Background: an optimization exercise with open tools, aiming at small area. Do not read the settings as production practice. RTL that was checked went through simulation tests only; none was proved equivalent to the original. The clock port is modelled as an ideal driver, which makes a skipped or thinned clock tree look cheaper than it is; a real chip needs a root buffer or a tree. Power is estimated from default activity; no workload was simulated.

## before
==> flow/design.v <==
module top(
	input wire sys_clk,
	input wire sys_rst_n,
	input wire tim_psel,
	input wire tim_pwrite,
	input wire tim_penable,
	input wire [11:0]tim_paddr,
	input wire [31:0]tim_pwdata,
	input wire dbg_mode,
	input wire [3:0] tim_pstrb,
	output reg [31:0]tim_prdata,
	output wire tim_pready,
	output wire tim_pslverr,
	output wire tim_int
);
reg        ready;
reg        timer_en;
reg        div_en;
reg  [3:1] div_val_h;
reg        pre_en;
reg  [63:0] cnt;
reg  [63:0] ncmp;       
reg        int_en;
reg        int_st;
reg        halt_req;
reg  [7:0] pcnt;
wire base = (tim_paddr[11:5] == 7'd0) & (tim_paddr[1:0] == 2'd0);
wire [2:0] a = tim_paddr[4:2];
wire s_tcr   = base & (a == 3'd0);
wire s_tdr0  = base & (a == 3'd1);
wire s_tdr1  = base & (a == 3'd2);
wire s_tcmp0 = base & (a == 3'd3);
wire s_tcmp1 = base & (a == 3'd4);
wire s_tier  = base & (a == 3'd5);
wire s_tisr  = base & (a == 3'd6);
wire s_thcsr = base & (a == 3'd7);
wire [3:0] dv = tim_pwdata[11:8];
wire err = (tim_pstrb[1] & ((dv > 4'd8) | (timer_en & (dv != div_val)))) |
           (tim_pstrb[0] & timer_en & (tim_pwdata[1] != div_en));
assign tim_pslverr = tim_pwrite & s_tcr & err;
assign tim_pready  = ready;
wire wr = ready & tim_pwrite;
wire halt_ack = halt_req & dbg_mode;
always @(posedge sys_clk or negedge sys_rst_n)
	if (!sys_rst_n) ready <= 1'b0;
	else ready <= tim_psel & tim_penable & ~ready;
reg  div_val0_n;
wire [3:0] div_val = {div_val_h, ~div_val0_n};
wire tcr_ok = wr & s_tcr & ~err;
always @(posedge sys_clk or negedge sys_rst_n)
	if (!sys_rst_n) begin
		timer_en   <= 1'b0;
		div_en     <= 1'b0;
		div_val_h  <= 3'd0;
		div_val0_n <= 1'b0;
	end else if (tcr_ok) begin
		if (tim_pstrb[0]) begin
			timer_en <= tim_pwdata[0];
			div_en   <= tim_pwdata[1];
		end
		if (tim_pstrb[1]) begin
			div_val_h  <= dv[3:1];
			div_val0_n <= ~dv[0];
		end
	end
wire [8:0] lo1, hi0;
assign lo1[0] = 1'b1;
assign hi0[8] = 1'b1;
genvar k;
generate for (k = 0; k < 8; k = k + 1) begin : gm
	assign lo1[k+1] = lo1[k] & pcnt[k];
	assign hi0[k] = hi0[k+1] & ~pcnt[k];
end endgenerate
wire [8:0] mk = lo1 & hi0;
wire match = div_val[3] ? mk[8] : mk[div_val[2:0]];
wire cnt_en = timer_en & ~halt_ack & (~div_en | match);
wire pzero = ~halt_ack & (match | ~div_en | ~timer_en);
always @(posedge sys_clk or negedge sys_rst_n)
	if (!sys_rst_n) pcnt <= 8'd0;
	else if (pzero) pcnt <= 8'd0;
	else pcnt <= pcnt + {7'd0, ~halt_ack};
wire clr = pre_en & ~timer_en;
wire w0 = wr & s_tdr0;
wire w1 = wr & s_tdr1;
always @(posedge sys_clk or negedge sys_rst_n)
	if (!sys_rst_n) pre_en <= 1'b0;
	else pre_en <= timer_en;
localparam CB = 8;
localparam NB = 64 / CB;
wire [NB-1:0] ball;
genvar g;
generate for (g = 0; g < NB; g = g + 1) begin : gb
	assign ball[g] = &cnt[CB*g+CB-1:CB*g];
end endgenerate
wire [NB:0] bpre;
assign bpre[0] = 1'b1;
generate for (g = 0; g < NB; g = g + 1) begin : gp
	assign bpre[g+1] = bpre[g] & ball[g];
end endgenerate
wire en_lo = cnt_en & ~w0;
wire en_hi = cnt_en & ~w1;
wire [NB-1:0] bcin;
generate for (g = 0; g < NB; g = g + 1) begin : gcin
	if (g < NB/2) assign bcin[g] = en_lo & bpre[g];
	else assign bcin[g] = en_hi & bpre[g];
end endgenerate
wire [63:0] tg;
generate for (g = 0; g < NB; g = g + 1) begin : gt
	wire [CB:0] c;
	assign c[0] = bcin[g];
	genvar i;
	for (i = 0; i < CB; i = i + 1) begin : gi
		assign c[i+1] = c[i] & cnt[CB*g+i];
		assign tg[CB*g+i] = c[i];
	end
end endgenerate
wire [7:0] bsel = {{4{w1}} & tim_pstrb, {4{w0}} & tim_pstrb};
wire [7:0] bkeep = ~bsel & {8{~clr}};
wire [63:0] nxt;
generate for (g = 0; g < 64; g = g + 1) begin : gn
	cnt_bit u (.q(cnt[g]), .t(tg[g]), .sel(bsel[g/8]), .keep(bkeep[g/8]),
	           .d(tim_pwdata[g%32]), .nx(nxt[g]));
end endgenerate
always @(posedge sys_clk or negedge sys_rst_n)
	if (!sys_rst_n) cnt <= 64'd0;
	else cnt <= nxt;
wire [7:0] csel = {{4{wr & s_tcmp1}} & tim_pstrb, {4{wr & s_tcmp0}} & tim_pstrb};
wire [63:0] ncmp_nx;
generate for (g = 0; g < 64; g = g + 1) begin : gc
	cmp_bit u (.n(ncmp[g]), .we(csel[g/8]), .d(tim_pwdata[g%32]), .nx(ncmp_nx[g]));
end endgenerate
always @(posedge sys_clk or negedge sys_rst_n)
	if (!sys_rst_n) ncmp <= 64'd0;
	else ncmp <= ncmp_nx;
wire eq = &(cnt ^ ncmp);
wire clr_int = wr & s_tisr & tim_pstrb[0] & tim_pwdata[0];
always @(posedge sys_clk or negedge sys_rst_n)
	if (!sys_rst_n) begin
		int_en   <= 1'b0;
		int_st   <= 1'b0;
		halt_req <= 1'b0;
	end else begin
		if (wr & s_tier & tim_pstrb[0]) int_en <= tim_pwdata[0];
		if (clr_int) int_st <= 1'b0;
		else if (eq) int_st <= 1'b1;
		if (wr & s_thcsr & tim_pstrb[0]) halt_req <= tim_pwdata[0];
	end
assign tim_int = int_en & int_st;
wire r0 = base & (a == 3'd0);
wire r1 = base & (a == 3'd1);
wire r2 = base & (a == 3'd2);
wire r3 = base & (a == 3'd3);
wire r4 = base & (a == 3'd4);
wire r5 = base & (a == 3'd5);
wire r6 = base & (a == 3'd6);
wire r7 = base & (a == 3'd7);
always @* begin
	tim_prdata = ({32{r1}} & cnt[31:0]) | ({32{r2}} & cnt[63:32]) |
	             ({32{r3}} & ~ncmp[31:0]) | ({32{r4}} & ~ncmp[63:32]);
	tim_prdata[11:8] = tim_prdata[11:8] | ({4{r0}} & div_val);
	tim_prdata[1] = tim_prdata[1] | (r0 & div_en) | (r7 & halt_ack);
	tim_prdata[0] = tim_prdata[0] | (r0 & timer_en) | (r5 & int_en) | (r6 & int_st) | (r7 & halt_req);
end
endmodule
module cnt_bit(input wire q, t, sel, keep, d, output wire nx);
assign nx = (sel & d) | (keep & (q ^ t));
endmodule
module cmp_bit(input wire n, we, d, output wire nx);
assign nx = we ? ~d : n;
endmodule
clock: 5.0 ns
lec_check: 0
cap_margin: 0
core_margin: 2
core_utilization: 60
slew_margin: 0
standard.sh (not shown) runs the stock make flow with config.mk's settings and CLKGATE_MAP_FILE= SYNTH_SCRIPT=/design/flow/synth_recipe.tcl, a recipe that flattens the netlist after the stock synthesis.
==> flow/flow/run.sh <==
#!/bin/bash
# Own layout flow: the standard flow (standard.sh), with three changes:
#  - synthesis maps logic with an area-oriented ABC script (flow/area.abc);
#    every other synthesis step is the standard synthesis, unchanged;
#  - input/output ports are buffered with sky130_fd_sc_hd__buf_1;
#  - the clock tree is built by flow/pre_cts.tcl (a root buffer and a grid of
#    leaf buffers over the flip-flops) in place of TritonCTS.
set -euo pipefail
W=$(pwd)
# standard synthesis script with only the abc script swapped
sed "s#log_cmd abc {\*}\$abc_args#log_cmd abc -script $W/flow/area.abc {*}[lrange \$abc_args 2 end]#" \
  "$FLOW_HOME/scripts/synth.tcl" > "$W/synth_core.tcl"
grep -q "flow/area.abc" "$W/synth_core.tcl"
sed "s#\$::env(SCRIPTS_DIR)/synth.tcl#$W/synth_core.tcl#" "$W/synth_recipe.tcl" > "$W/own_synth.tcl"
grep -q "synth_core.tcl" "$W/own_synth.tcl"
CTS="-sink_clustering_enable -repair_clock_nets -dont_use_dummy_load"
CTS="$CTS -buf_list sky130_fd_sc_hd__clkbuf_8 -root_buf sky130_fd_sc_hd__clkbuf_8 -sink_clustering_size 30 -sink_clustering_max_diameter 80"
bash standard.sh "SYNTH_SCRIPT=$W/own_synth.tcl" \
  "BUFFER_PORTS_ARGS=-buffer_cell sky130_fd_sc_hd__buf_1" \
  "CTS_ARGS=$CTS" "PRE_CTS_TCL=$W/flow/pre_cts.tcl" finish > "$W/standard_sh.log" 2>&1
Other scripts of this flow, unchanged in this note and not shown: flow/flow/area.abc, flow/flow/pre_cts.tcl
What after does differently from before at the input level:
--- a/flow/design.v
+++ b/flow/design.v
@@ -113,26 +113,23 @@
 		assign c[i+1] = c[i] & cnt[CB*g+i];
 		assign tg[CB*g+i] = c[i];
 	end
 end endgenerate
+wire [63:0] inc = (cnt ^ tg) & {64{~clr}};
 wire [7:0] bsel = {{4{w1}} & tim_pstrb, {4{w0}} & tim_pstrb};
-wire [7:0] bkeep = ~bsel & {8{~clr}};
 wire [63:0] nxt;
-generate for (g = 0; g < 64; g = g + 1) begin : gn
-	cnt_bit u (.q(cnt[g]), .t(tg[g]), .sel(bsel[g/8]), .keep(bkeep[g/8]),
-	           .d(tim_pwdata[g%32]), .nx(nxt[g]));
+generate for (g = 0; g < 8; g = g + 1) begin : gn
+	assign nxt[8*g+7:8*g] = bsel[g] ? tim_pwdata[8*(g%4)+7:8*(g%4)] : inc[8*g+7:8*g];
 end endgenerate
 always @(posedge sys_clk or negedge sys_rst_n)
 	if (!sys_rst_n) cnt <= 64'd0;
 	else cnt <= nxt;
 wire [7:0] csel = {{4{wr & s_tcmp1}} & tim_pstrb, {4{wr & s_tcmp0}} & tim_pstrb};
-wire [63:0] ncmp_nx;
-generate for (g = 0; g < 64; g = g + 1) begin : gc
-	cmp_bit u (.n(ncmp[g]), .we(csel[g/8]), .d(tim_pwdata[g%32]), .nx(ncmp_nx[g]));
+generate for (g = 0; g < 8; g = g + 1) begin : gc
+	always @(posedge sys_clk or negedge sys_rst_n)
+		if (!sys_rst_n) ncmp[8*g+7:8*g] <= 8'd0;
+		else if (csel[g]) ncmp[8*g+7:8*g] <= ~tim_pwdata[8*(g%4)+7:8*(g%4)];
 end endgenerate
-always @(posedge sys_clk or negedge sys_rst_n)
-	if (!sys_rst_n) ncmp <= 64'd0;
-	else ncmp <= ncmp_nx;
 wire eq = &(cnt ^ ncmp);
 wire clr_int = wr & s_tisr & tim_pstrb[0] & tim_pwdata[0];
 always @(posedge sys_clk or negedge sys_rst_n)
 	if (!sys_rst_n) begin
@@ -161,10 +158,4 @@
 	tim_prdata[1] = tim_prdata[1] | (r0 & div_en) | (r7 & halt_ack);
 	tim_prdata[0] = tim_prdata[0] | (r0 & timer_en) | (r5 & int_en) | (r6 & int_st) | (r7 & halt_req);
 end
 endmodule
-module cnt_bit(input wire q, t, sel, keep, d, output wire nx);
-assign nx = (sel & d) | (keep & (q ^ t));
-endmodule
-module cmp_bit(input wire n, we, d, output wire nx);
-assign nx = we ? ~d : n;
-endmodule
==> notes.md <==
- Every run in the comparison, before and after, completed the flow with a clean layout.
- Summary of after over before: sequential power about even; power -0.011 mW; footprint of the multi-input gates went up; number of global-route vias before repair saw an increase; clock latency of the later-clocked register in the worst-skew pair ~0 delta.
- Measured against each other, before and after differ in wire length, the higher figure coming from after.
- The run showing the greater number of ordinary inverters in the final layout is after.
- after has cell-internal power below what before had.
Only the layout flow was run in before; the RTL was not checked for function there. No run of this note takes its clock network from TritonCTS; it comes from the design's own scripts or RTL.

## what the ideal ports hide
Ports are ideal in the flow. The routed layouts listed here were re-timed in OpenROAD.
Step 1 assumes that a clkbuf_16 drives the clock port and a buf_2 every other input.
Step 2 times the ports against the registers' clock, not the clock port: input delays grow and output delays shrink by t, the midpoint of the rising clock arrivals with the driver on.
Three values: ideal, step 1, step 2; two values: the first two.
run	t (ns)	slack for setup (ns)	worst hold slack (ns)	worst slew at a driven data input, ns
before	0.397	0.462 / 0.462 / 0.462	0.474 / 0.474 / 0.474	0.05
after	0.403	0.588 / 0.587 / 0.519	0.481 / 0.481 / 0.481	0.03
After both steps every run listed still meets setup and hold. For after, which loses most, drivers alone change the setup slack by -0.001 ns; drivers and shift together by -0.069 ns.
